Background: an optimization exercise with open tools, aiming at small area. Do not read the settings as production practice.
Only simulation tests tie the RTL to the original design; equivalence was not proved.

==> job 1508 <==
==> flow/design.v (excerpt) <==
module systolic_cube_with_mc #(
    parameter ARRAY_NUM = 3,
    parameter BLOCK_NUM = 3,
    parameter CUBE_NUM  = 3,  
    parameter RAM_DEPTH = 2048
) (
    input  wire                         iClk,
    input  wire                         iRst,
    input  wire                         iStart,
    output wire                         oReady,
    output wire [$clog2(RAM_DEPTH)-1:0] oAddrForDataWeightRam,
    input  wire [31:0]                  iDataFromDataRam,
    input  wire [31:0]                  iWeightFromWeightRam,
    output wire                         oWrEnForResultRam,
    output wire [$clog2(RAM_DEPTH)-1:0] oAddrForResultRam,
    output wire [31:0]                  oDataToResultRam
);
==> flow/config.mk <==
export PLATFORM = sky130hd
export DESIGN_NAME = systolic_cube_with_mc
export DESIGN_NICKNAME = systolic_cube_with_mc
export VERILOG_FILES = /design/flow/design.v
export SDC_FILE = /design/flow/constraint.sdc
export NUM_CORES = 4
export LEC_CHECK = 0
export ABC_AREA = 1
export CAP_MARGIN = 20
export CORE_MARGIN = 2
export CORE_UTILIZATION = 45
export CTS_CLUSTER_DIAMETER = 110
export CTS_CLUSTER_SIZE = 26
export SLEW_MARGIN = 20
==> flow/constraint.sdc <==
create_clock -name core_clock -period 10.0 [get_ports {iClk}]
set_input_delay 2.0000 -clock core_clock [delete_from_list [all_inputs] [get_ports {iClk}]]
set_output_delay 2.0000 -clock core_clock [all_outputs]
set_load 0.01 [all_outputs]
standard.sh (not shown) runs the stock make flow with config.mk's settings and CLKGATE_MAP_FILE= SYNTH_SCRIPT=/design/flow/synth_recipe.tcl, a recipe that flattens the netlist after the stock synthesis.
==> flow/flow/run.sh <==
#!/bin/bash
# The standard layout (standard.sh), with two changes to synthesis, neither
# of which touches the registers:
#  - Yosys's synth skips its quick ABC pass (synth -noabc), so the full
#    adders that extract_fa finds are the ones the RTL writes, without the
#    inverters the quick mapping leaves around them;
#  - the final technology mapping runs ABC with flow/abc_area.script (two
#    rounds of choice-based area mapping with don't-care resubstitution, and
#    no buffering or sizing, which placement repairs later).
set -euo pipefail
W=$(pwd)
sed 's/yosys synth -nofsm -noshare /yosys synth -nofsm -noshare -noabc /' "$W/synth_recipe.tcl" > "$W/synth_noabc.tcl"
grep -q -- '-noabc' "$W/synth_noabc.tcl"
cat > "$W/synth_abc.tcl" <<EOT
proc abc {args} {
  set i [lsearch -exact \$args -script]
  if { \$i >= 0 } { set args [lreplace \$args [expr {\$i + 1}] [expr {\$i + 1}] {$W/flow/abc_area.script}] }
  yosys abc {*}\$args
}
source {$W/synth_noabc.tcl}
EOT
bash "$W/standard.sh" "SYNTH_SCRIPT=$W/synth_abc.tcl" finish > "$W/standard.log" 2>&1
==> flow/flow/abc_area.script <==
strash
&get -n
&st
&dch -f
&nf -a -R 1000
&put
mfs2
strash
&get -n
&st
&dch -f
&nf -a -R 1000
&put
topo
==> inputs of job 4272, as changes to job 1508 <==
--- a/flow/design.v
+++ b/flow/design.v
@@ -10,47 +10,33 @@
 assign oPartial[0]   = iDigit[0] & iData[0];
 assign oPartial[8:1] = ({8{s1}} & {1'b0, iData[7:1]}) | ({8{s2}} & iData) | ({8{s3}} & iTimes3[8:1]);
 endmodule
 module appr_mult (
   input  wire [7:0] iData,
   output wire [8:0] oTimes3
 );
-wire [7:0] lo;
-wire [8:2] hi;
+wire [7:0] e;
 generate
   genvar i;
   for (i = 0; i < 4; i = i + 1) begin : g
-    assign lo[2*i]   = iData[2*i];
-    assign lo[2*i+1] = iData[2*i] | iData[2*i+1];
-    assign hi[2*i+2] = iData[2*i+1];
+    assign e[2*i]   = iData[2*i] & iData[2*i+1];
+    assign e[2*i+1] = 1'b0;
   end
 endgenerate
-wire c3 = lo[2] & hi[2];
-wire c4 = lo[3] & c3;
-wire c5 = (lo[4] & hi[4]) | (c4 & (lo[4] ^ hi[4]));
-wire c6 = lo[5] & c5;
-wire c7 = (lo[6] & hi[6]) | (c6 & (lo[6] ^ hi[6]));
-wire c8 = lo[7] & c7;
-assign oTimes3 = {hi[8] ^ c8,
-                  lo[7] ^ c7,
-                  lo[6] ^ hi[6] ^ c6,
-                  lo[5] ^ c5,
-                  lo[4] ^ hi[4] ^ c4,
-                  lo[3] ^ c3,
-                  lo[2] ^ hi[2],
-                  lo[1],
-                  lo[0]};
+assign oTimes3 = {1'b0, iData} + {iData, 1'b0} - {e, 1'b0};
 endmodule
 module pe (
   input  wire        iClk,
   input  wire        iClear,      
+  input  wire        iCapture,    
   input  wire [7:0]  iData,
   input  wire [8:0]  iTimes3,
   input  wire [7:0]  iWeight,
-  output wire [19:0] oAcc
+  input  wire [4:0]  iShift,
+  output reg  [7:0]  oResult
 );
 reg  [19:0] acc;
 reg         cdef;
 wire        cnext;
 wire [19:0] accg = iClear ? 20'd0 : acc;
 wire        cdefg = iClear ? 1'b0 : cdef;
 wire [8:0]  p0, p1, p2, p3;
@@ -247,15 +233,20 @@
 assign c92 = accg[18] & c90;
 assign s93 = accg[19] ^ c92;
 assign sum = {s93, s91, s89, s87, s85, s83, s81, s79, s77, s75, s73, s71, s69, s67, s65, s63, s61, s59, s57, s55};
 always @(posedge iClk) begin
   acc  <= sum;
   cdef <= cnext;
 end
-assign oAcc = acc;
+wire [19:0] shifted = acc >> iShift;
+always @(posedge iClk) begin
+  if (iCapture) begin
+    oResult <= shifted[7:0];
+  end
+end
 endmodule
 module pe_cube (
   input  wire         iClk,
   input  wire         iRst,
   input  wire         iValid,
   input  wire [31:0]  iDataRam,
   input  wire [31:0]  iWeightRam,
@@ -295,14 +286,20 @@
     young <= {young[3:0], 1'b0};
   end
 end
 wire rst_q = young[0];
 wire [4:0] hold;
 assign hold[0] = iHold0;
 assign hold[4:1] = cap[3:0];
+wire [4:0] shift [0:4];
+assign shift[0] = iWeightRam[28:24];    
+assign shift[1] = iWeightRam[28:24];
+assign shift[2] = 5'd0;                 
+assign shift[3] = shift_in;
+assign shift[4] = shift_in;
 reg  [7:0] cache [0:8];
 reg  [7:0] dly   [0:8];
 wire [7:0] x     [0:8];
 wire [8:0] t3    [0:8];
 reg  [7:0] w     [0:2][1:5];
 generate
   genvar k, a, c;
@@ -337,62 +334,31 @@
       w[k][4] <= w[k][3];
       w[k][5] <= w[k][4];
     end
     wire [7:0] wd [0:4];
     for (a = 0; a < 5; a = a + 1) begin : tap
       assign wd[a] = (hold[a] | young[a]) ? 8'd0 : w[k][a+1];
     end
-    wire [19:0] acc [0:8];
     for (a = 0; a < 3; a = a + 1) begin : arr
       for (c = 0; c < 3; c = c + 1) begin : col
         pe u (
           .iClk(iClk),
           .iClear(rst_q | cap[a+c]),
+          .iCapture(cap[a+c]),
           .iData(cache[3*a+c]),
           .iTimes3(t3[3*a+c]),
           .iWeight(wd[a+c]),
-          .oAcc(acc[3*a+c])
+          .iShift(shift[a+c]),
+          .oResult(oResult[8*(9*k+3*a+c)+7:8*(9*k+3*a+c)])
         );
       end
     end
-    wire [19:0] sh0_in = ({20{cap[0]}} & acc[0]) | ({20{cap[1]}} & acc[1]) |
-                         ({20{cap[3]}} & acc[5]) | ({20{cap[4]}} & acc[8]);
-    wire [19:0] sh1_in = ({20{cap[1]}} & acc[3]) | ({20{cap[3]}} & acc[7]);
-    wire [7:0]  sh0, sh1;
-    result_shift rs0 (.iAcc(sh0_in), .iShift(shift_in), .oResult(sh0));
-    result_shift rs1 (.iAcc(sh1_in), .iShift(shift_in), .oResult(sh1));
-    reg  [7:0] res [0:8];
-    always @(posedge iClk) begin
-      if (cap[0]) res[0] <= sh0[7:0];
-      if (cap[1]) res[1] <= sh0[7:0];
-      if (cap[2]) res[2] <= acc[2][7:0];
-      if (cap[1]) res[3] <= sh1[7:0];
-      if (cap[2]) res[4] <= acc[4][7:0];
-      if (cap[3]) res[5] <= sh0[7:0];
-      if (cap[2]) res[6] <= acc[6][7:0];
-      if (cap[3]) res[7] <= sh1[7:0];
-      if (cap[4]) res[8] <= sh0[7:0];
-    end
-    for (a = 0; a < 9; a = a + 1) begin : out
-      assign oResult[8*(9*k+a)+7:8*(9*k+a)] = res[a];
-    end
   end
 endgenerate
 endmodule
-module result_shift (
-  input  wire [19:0] iAcc,
-  input  wire [4:0]  iShift,
-  output wire [7:0]  oResult
-);
-wire [19:0] z1 = iShift[4] ? {16'd0, iAcc[19:16]} : iAcc;    
-wire [14:0] z2 = iShift[3] ? {3'd0, z1[19:8]} : z1[14:0];     
-wire [10:0] z3 = iShift[2] ? z2[14:4] : z2[10:0];
-wire [8:0]  z4 = iShift[1] ? z3[10:2] : z3[8:0];
-assign oResult = iShift[0] ? z4[8:1] : z4[7:0];
-endmodule
 module micro_controller (
     input  wire        iClk,
     input  wire        iRst,
     input  wire        iStart,
     output wire        oReady,
     output wire [10:0] oAddrRd,
     output reg         oDataRdValid,
--- a/flow/config.mk
+++ b/flow/config.mk
@@ -5,10 +5,10 @@
 export SDC_FILE = /design/flow/constraint.sdc
 export NUM_CORES = 4
 export LEC_CHECK = 0
 export ABC_AREA = 1
 export CAP_MARGIN = 20
 export CORE_MARGIN = 2
 export CORE_UTILIZATION = 45
-export CTS_CLUSTER_DIAMETER = 110
-export CTS_CLUSTER_SIZE = 26
+export CTS_CLUSTER_DIAMETER = 100
+export CTS_CLUSTER_SIZE = 22
 export SLEW_MARGIN = 20
==> inputs of job 5216, as changes to job 1508 <==
--- a/flow/design.v
+++ b/flow/design.v
@@ -10,53 +10,35 @@
 assign oPartial[0]   = iDigit[0] & iData[0];
 assign oPartial[8:1] = ({8{s1}} & {1'b0, iData[7:1]}) | ({8{s2}} & iData) | ({8{s3}} & iTimes3[8:1]);
 endmodule
 module appr_mult (
   input  wire [7:0] iData,
   output wire [8:0] oTimes3
 );
-wire [7:0] lo;
-wire [8:2] hi;
+wire [7:0] e;
 generate
   genvar i;
   for (i = 0; i < 4; i = i + 1) begin : g
-    assign lo[2*i]   = iData[2*i];
-    assign lo[2*i+1] = iData[2*i] | iData[2*i+1];
-    assign hi[2*i+2] = iData[2*i+1];
+    assign e[2*i]   = iData[2*i] & iData[2*i+1];
+    assign e[2*i+1] = 1'b0;
   end
 endgenerate
-wire c3 = lo[2] & hi[2];
-wire c4 = lo[3] & c3;
-wire c5 = (lo[4] & hi[4]) | (c4 & (lo[4] ^ hi[4]));
-wire c6 = lo[5] & c5;
-wire c7 = (lo[6] & hi[6]) | (c6 & (lo[6] ^ hi[6]));
-wire c8 = lo[7] & c7;
-assign oTimes3 = {hi[8] ^ c8,
-                  lo[7] ^ c7,
-                  lo[6] ^ hi[6] ^ c6,
-                  lo[5] ^ c5,
-                  lo[4] ^ hi[4] ^ c4,
-                  lo[3] ^ c3,
-                  lo[2] ^ hi[2],
-                  lo[1],
-                  lo[0]};
+assign oTimes3 = {1'b0, iData} + {iData, 1'b0} - {e, 1'b0};
 endmodule
 module pe (
   input  wire        iClk,
   input  wire        iClear,      
   input  wire [7:0]  iData,
   input  wire [8:0]  iTimes3,
   input  wire [7:0]  iWeight,
-  output wire [19:0] oAcc
+  input  wire [4:0]  iShift,
+  output reg  [7:0]  oResult
 );
 reg  [19:0] acc;
-reg         cdef;
-wire        cnext;
 wire [19:0] accg = iClear ? 20'd0 : acc;
-wire        cdefg = iClear ? 1'b0 : cdef;
 wire [8:0]  p0, p1, p2, p3;
 wire [19:0] sum;
 appr_mult_basic_unit u0 (.iDigit(iWeight[1:0]), .iData(iData), .iTimes3(iTimes3), .oPartial(p0));
 appr_mult_basic_unit u1 (.iDigit(iWeight[3:2]), .iData(iData), .iTimes3(iTimes3), .oPartial(p1));
 appr_mult_basic_unit u2 (.iDigit(iWeight[5:4]), .iData(iData), .iTimes3(iTimes3), .oPartial(p2));
 appr_mult_basic_unit u3 (.iDigit(iWeight[7:6]), .iData(iData), .iTimes3(iTimes3), .oPartial(p3));
 wire s1;
@@ -222,17 +204,16 @@
 assign c68 = (c36 & s37) | (c66 & (c36 ^ s37));
 assign s69 = c38 ^ s39 ^ c68;
 assign c70 = (c38 & s39) | (c68 & (c38 ^ s39));
 assign s71 = c40 ^ s41 ^ c70;
 assign c72 = (c40 & s41) | (c70 & (c40 ^ s41));
 assign s73 = c42 ^ s43 ^ c72;
 assign c74 = (c42 & s43) | (c72 & (c42 ^ s43));
-assign cnext = c74;
-assign s75 = c44 ^ s45 ^ cdefg;
-assign c76 = (c44 & s45) | (cdefg & (c44 ^ s45));
+assign s75 = c44 ^ s45 ^ c74;
+assign c76 = (c44 & s45) | (c74 & (c44 ^ s45));
 assign s77 = c46 ^ s47 ^ c76;
 assign c78 = (c46 & s47) | (c76 & (c46 ^ s47));
 assign s79 = c48 ^ s49 ^ c78;
 assign c80 = (c48 & s49) | (c78 & (c48 ^ s49));
 assign s81 = c50 ^ s51 ^ c80;
 assign c82 = (c50 & s51) | (c80 & (c50 ^ s51));
 assign s83 = c52 ^ s53 ^ c82;
@@ -244,18 +225,22 @@
 assign s89 = accg[17] ^ c88;
 assign c90 = accg[17] & c88;
 assign s91 = accg[18] ^ c90;
 assign c92 = accg[18] & c90;
 assign s93 = accg[19] ^ c92;
 assign sum = {s93, s91, s89, s87, s85, s83, s81, s79, s77, s75, s73, s71, s69, s67, s65, s63, s61, s59, s57, s55};
 always @(posedge iClk) begin
-  acc  <= sum;
-  cdef <= cnext;
+  acc <= sum;
+end
+wire [19:0] shifted = acc >> iShift;
+always @(posedge iClk) begin
+  if (iClear) begin
+    oResult <= shifted[7:0];
+  end
 end
-assign oAcc = acc;
 endmodule
 module pe_cube (
   input  wire         iClk,
   input  wire         iRst,
   input  wire         iValid,
   input  wire [31:0]  iDataRam,
   input  wire [31:0]  iWeightRam,
@@ -283,26 +268,41 @@
     pass_dly[1] <= 2'd0;
   end else begin
     pass_dly[0] <= iPassLeft;
     pass_dly[1] <= pass_dly[0];
   end
 end
 wire [4:0] cap = iCap;
-reg  [4:0] young;
+reg  [2:0] since_rst;    
 always @(posedge iClk) begin
   if (iRst) begin
-    young <= 5'b11111;
-  end else begin
-    young <= {young[3:0], 1'b0};
+    since_rst <= 3'd1;
+  end else if (since_rst != 3'd6) begin
+    since_rst <= since_rst + 3'd1;
   end
 end
-wire rst_q = young[0];
+reg rst_q;
+always @(posedge iClk) begin
+  rst_q <= iRst;
+end
+wire [4:0] young;
+assign young[0] = (since_rst <= 3'd1);
+assign young[1] = (since_rst <= 3'd2);
+assign young[2] = (since_rst <= 3'd3);
+assign young[3] = (since_rst <= 3'd4);
+assign young[4] = (since_rst <= 3'd5);
 wire [4:0] hold;
 assign hold[0] = iHold0;
 assign hold[4:1] = cap[3:0];
+wire [4:0] shift [0:4];
+assign shift[0] = iWeightRam[28:24];    
+assign shift[1] = iWeightRam[28:24];
+assign shift[2] = 5'd0;                 
+assign shift[3] = shift_in;
+assign shift[4] = shift_in;
 reg  [7:0] cache [0:8];
 reg  [7:0] dly   [0:8];
 wire [7:0] x     [0:8];
 wire [8:0] t3    [0:8];
 reg  [7:0] w     [0:2][1:5];
 generate
   genvar k, a, c;
@@ -337,62 +337,30 @@
       w[k][4] <= w[k][3];
       w[k][5] <= w[k][4];
     end
     wire [7:0] wd [0:4];
     for (a = 0; a < 5; a = a + 1) begin : tap
       assign wd[a] = (hold[a] | young[a]) ? 8'd0 : w[k][a+1];
     end
-    wire [19:0] acc [0:8];
     for (a = 0; a < 3; a = a + 1) begin : arr
       for (c = 0; c < 3; c = c + 1) begin : col
         pe u (
           .iClk(iClk),
           .iClear(rst_q | cap[a+c]),
           .iData(cache[3*a+c]),
           .iTimes3(t3[3*a+c]),
           .iWeight(wd[a+c]),
-          .oAcc(acc[3*a+c])
+          .iShift(shift[a+c]),
+          .oResult(oResult[8*(9*k+3*a+c)+7:8*(9*k+3*a+c)])
         );
       end
     end
-    wire [19:0] sh0_in = ({20{cap[0]}} & acc[0]) | ({20{cap[1]}} & acc[1]) |
-                         ({20{cap[3]}} & acc[5]) | ({20{cap[4]}} & acc[8]);
-    wire [19:0] sh1_in = ({20{cap[1]}} & acc[3]) | ({20{cap[3]}} & acc[7]);
-    wire [7:0]  sh0, sh1;
-    result_shift rs0 (.iAcc(sh0_in), .iShift(shift_in), .oResult(sh0));
-    result_shift rs1 (.iAcc(sh1_in), .iShift(shift_in), .oResult(sh1));
-    reg  [7:0] res [0:8];
-    always @(posedge iClk) begin
-      if (cap[0]) res[0] <= sh0[7:0];
-      if (cap[1]) res[1] <= sh0[7:0];
-      if (cap[2]) res[2] <= acc[2][7:0];
-      if (cap[1]) res[3] <= sh1[7:0];
-      if (cap[2]) res[4] <= acc[4][7:0];
-      if (cap[3]) res[5] <= sh0[7:0];
-      if (cap[2]) res[6] <= acc[6][7:0];
-      if (cap[3]) res[7] <= sh1[7:0];
-      if (cap[4]) res[8] <= sh0[7:0];
-    end
-    for (a = 0; a < 9; a = a + 1) begin : out
-      assign oResult[8*(9*k+a)+7:8*(9*k+a)] = res[a];
-    end
   end
 endgenerate
 endmodule
-module result_shift (
-  input  wire [19:0] iAcc,
-  input  wire [4:0]  iShift,
-  output wire [7:0]  oResult
-);
-wire [19:0] z1 = iShift[4] ? {16'd0, iAcc[19:16]} : iAcc;    
-wire [14:0] z2 = iShift[3] ? {3'd0, z1[19:8]} : z1[14:0];     
-wire [10:0] z3 = iShift[2] ? z2[14:4] : z2[10:0];
-wire [8:0]  z4 = iShift[1] ? z3[10:2] : z3[8:0];
-assign oResult = iShift[0] ? z4[8:1] : z4[7:0];
-endmodule
 module micro_controller (
     input  wire        iClk,
     input  wire        iRst,
     input  wire        iStart,
     output wire        oReady,
     output wire [10:0] oAddrRd,
     output reg         oDataRdValid,
@@ -455,15 +423,17 @@
     if (iRst) begin
         addr_wr <= 9'd0;
     end else if (oWriteEn) begin
         addr_wr <= addr_wr + 9'd1;
     end
 end
 always @(posedge iClk) begin
-    begin
+    if (iRst) begin
+        oInputPattern <= 'd0;
+    end else begin
         case (counter)
             'd0 : oInputPattern <= {NOT_CARE, NOT_CARE, PATTERN_1};
             'd1 : oInputPattern <= {NOT_CARE, PATTERN_1, PATTERN_2};
             'd2 : oInputPattern <= {PATTERN_1, PATTERN_2, PATTERN_3};
             'd3 : oInputPattern <= {PATTERN_2, PATTERN_3, PATTERN_4};
             'd4 : oInputPattern <= {PATTERN_3, PATTERN_4, PATTERN_5};
             'd5 : oInputPattern <= {PATTERN_4, PATTERN_5, NOT_CARE};
@@ -545,19 +515,20 @@
     .iPassLeft(pass_left),
     .iHold0(hold0),
     .iCap(cap),
     .oResult(result)
 );
 reg [31:0] word;
 always @(*) begin
-    case (post[2:0])
-        3'd2 : word = result[63:32];
-        3'd3 : word = result[95:64];
-        3'd4 : word = result[127:96];
-        3'd5 : word = result[159:128];
-        3'd6 : word = result[191:160];
-        3'd7 : word = {8'd0, result[215:192]};
-        default : word = result[31:0];
+    case (post)
+        4'd9  : word = result[31:0];
+        4'd10 : word = result[63:32];
+        4'd11 : word = result[95:64];
+        4'd12 : word = result[127:96];
+        4'd13 : word = result[159:128];
+        4'd14 : word = result[191:160];
+        4'd15 : word = {8'd0, result[215:192]};
+        default : word = 32'd0;
     endcase
 end
 assign oDataToResultRam = word;
 endmodule
==> flow/run.sh (new file) <==
#!/bin/bash
# synth_recipe.tcl (not shown) runs the flow's synth.tcl, then flattens the netlist and writes it again
# the make line also repeats each setting of config.mk as NAME=value (left out here)
make -C /OpenROAD-flow-scripts/flow DESIGN_CONFIG=/design/flow/config.mk WORK_HOME=/design/flow/orfs CLKGATE_MAP_FILE= SYNTH_SCRIPT=/design/flow/synth_recipe.tcl finish
--- a/flow/config.mk
+++ b/flow/config.mk
@@ -5,10 +5,8 @@
 export SDC_FILE = /design/flow/constraint.sdc
 export NUM_CORES = 4
 export LEC_CHECK = 0
 export ABC_AREA = 1
 export CAP_MARGIN = 20
 export CORE_MARGIN = 2
 export CORE_UTILIZATION = 45
-export CTS_CLUSTER_DIAMETER = 110
-export CTS_CLUSTER_SIZE = 26
 export SLEW_MARGIN = 20
removed: flow/flow/run.sh
removed: flow/flow/abc_area.script
removed: flow/standard.sh
==> inputs of job 1301, as changes to job 1508 <==
--- a/flow/design.v
+++ b/flow/design.v
@@ -45,18 +45,15 @@
   input  wire        iClear,      
   input  wire [7:0]  iData,
   input  wire [8:0]  iTimes3,
   input  wire [7:0]  iWeight,
   output wire [19:0] oAcc
 );
 reg  [19:0] acc;
-reg         cdef;
-wire        cnext;
 wire [19:0] accg = iClear ? 20'd0 : acc;
-wire        cdefg = iClear ? 1'b0 : cdef;
 wire [8:0]  p0, p1, p2, p3;
 wire [19:0] sum;
 appr_mult_basic_unit u0 (.iDigit(iWeight[1:0]), .iData(iData), .iTimes3(iTimes3), .oPartial(p0));
 appr_mult_basic_unit u1 (.iDigit(iWeight[3:2]), .iData(iData), .iTimes3(iTimes3), .oPartial(p1));
 appr_mult_basic_unit u2 (.iDigit(iWeight[5:4]), .iData(iData), .iTimes3(iTimes3), .oPartial(p2));
 appr_mult_basic_unit u3 (.iDigit(iWeight[7:6]), .iData(iData), .iTimes3(iTimes3), .oPartial(p3));
 wire s1;
@@ -222,17 +219,16 @@
 assign c68 = (c36 & s37) | (c66 & (c36 ^ s37));
 assign s69 = c38 ^ s39 ^ c68;
 assign c70 = (c38 & s39) | (c68 & (c38 ^ s39));
 assign s71 = c40 ^ s41 ^ c70;
 assign c72 = (c40 & s41) | (c70 & (c40 ^ s41));
 assign s73 = c42 ^ s43 ^ c72;
 assign c74 = (c42 & s43) | (c72 & (c42 ^ s43));
-assign cnext = c74;
-assign s75 = c44 ^ s45 ^ cdefg;
-assign c76 = (c44 & s45) | (cdefg & (c44 ^ s45));
+assign s75 = c44 ^ s45 ^ c74;
+assign c76 = (c44 & s45) | (c74 & (c44 ^ s45));
 assign s77 = c46 ^ s47 ^ c76;
 assign c78 = (c46 & s47) | (c76 & (c46 ^ s47));
 assign s79 = c48 ^ s49 ^ c78;
 assign c80 = (c48 & s49) | (c78 & (c48 ^ s49));
 assign s81 = c50 ^ s51 ^ c80;
 assign c82 = (c50 & s51) | (c80 & (c50 ^ s51));
 assign s83 = c52 ^ s53 ^ c82;
@@ -245,15 +241,14 @@
 assign c90 = accg[17] & c88;
 assign s91 = accg[18] ^ c90;
 assign c92 = accg[18] & c90;
 assign s93 = accg[19] ^ c92;
 assign sum = {s93, s91, s89, s87, s85, s83, s81, s79, s77, s75, s73, s71, s69, s67, s65, s63, s61, s59, s57, s55};
 always @(posedge iClk) begin
   acc  <= sum;
-  cdef <= cnext;
 end
 assign oAcc = acc;
 endmodule
 module pe_cube (
   input  wire         iClk,
   input  wire         iRst,
   input  wire         iValid,
--- a/flow/flow/run.sh
+++ b/flow/flow/run.sh
@@ -1,15 +1,15 @@
 #!/bin/bash
 # The standard layout (standard.sh), with two changes to synthesis, neither
 # of which touches the registers:
 #  - Yosys's synth skips its quick ABC pass (synth -noabc), so the full
 #    adders that extract_fa finds are the ones the RTL writes, without the
 #    inverters the quick mapping leaves around them;
 #  - the final technology mapping runs ABC with flow/abc_area.script (two
-#    rounds of choice-based area mapping with don't-care resubstitution, and
+#    rounds of choice-based area mapping (amap) with resubstitution, and
 #    no buffering or sizing, which placement repairs later).
 set -euo pipefail
 W=$(pwd)
 sed 's/yosys synth -nofsm -noshare /yosys synth -nofsm -noshare -noabc /' "$W/synth_recipe.tcl" > "$W/synth_noabc.tcl"
 grep -q -- '-noabc' "$W/synth_noabc.tcl"
 cat > "$W/synth_abc.tcl" <<EOT
 proc abc {args} {
==> flow/flow/abc_area.script (replaced) <==
strash
dch -f
amap
mfs2
strash
dch -f
amap
topo
--- a/flow/config.mk
+++ b/flow/config.mk
@@ -5,10 +5,10 @@
 export SDC_FILE = /design/flow/constraint.sdc
 export NUM_CORES = 4
 export LEC_CHECK = 0
 export ABC_AREA = 1
 export CAP_MARGIN = 20
 export CORE_MARGIN = 2
 export CORE_UTILIZATION = 45
-export CTS_CLUSTER_DIAMETER = 110
-export CTS_CLUSTER_SIZE = 26
+export CTS_CLUSTER_DIAMETER = 100
+export CTS_CLUSTER_SIZE = 24
 export SLEW_MARGIN = 20
==> notes <==
The lowest cell count belongs to job 1301, the highest to job 5216.
Non-clock buffer count: job 5216 > job 4272 > job 1508 > job 1301.
Against job 1301, the first-iteration DRC count of job 4272 is lower by about 14%.
Sequential share of layout area: job 1301 > job 1508 > job 4272 > job 5216.

==> port drivers added, routing unchanged <==
No port has a modelled driver above. Below, the same layouts with a new extraction and two added sets of constraints. Step 1: set_driving_cell puts a clkbuf_16 on iClk and a buf_2 on each other input, an assumption about the parent block. Step 2 also shifts input and output timing later by t, the mid clock arrival at the registers, as if the neighbouring blocks saw the same clock. Slacks: ideal / step 1 / step 2; pairs: ideal / step 1.
run | shift t [ns] | slack for setup (ns) | worst data-port slew with drivers (ns)
job 1508 | 0.786 | 2.272 / 2.272 / 2.272 | 0.05
job 4272 | 0.811 | 1.804 / 1.804 / 1.804 | 0.05
job 5216 | 0.849 | 0.790 / 0.790 / 0.790 | 0.10
job 1301 | 0.785 | 0.413 / 0.413 / 0.413 | 0.10
After both steps every run listed still meets setup and hold.
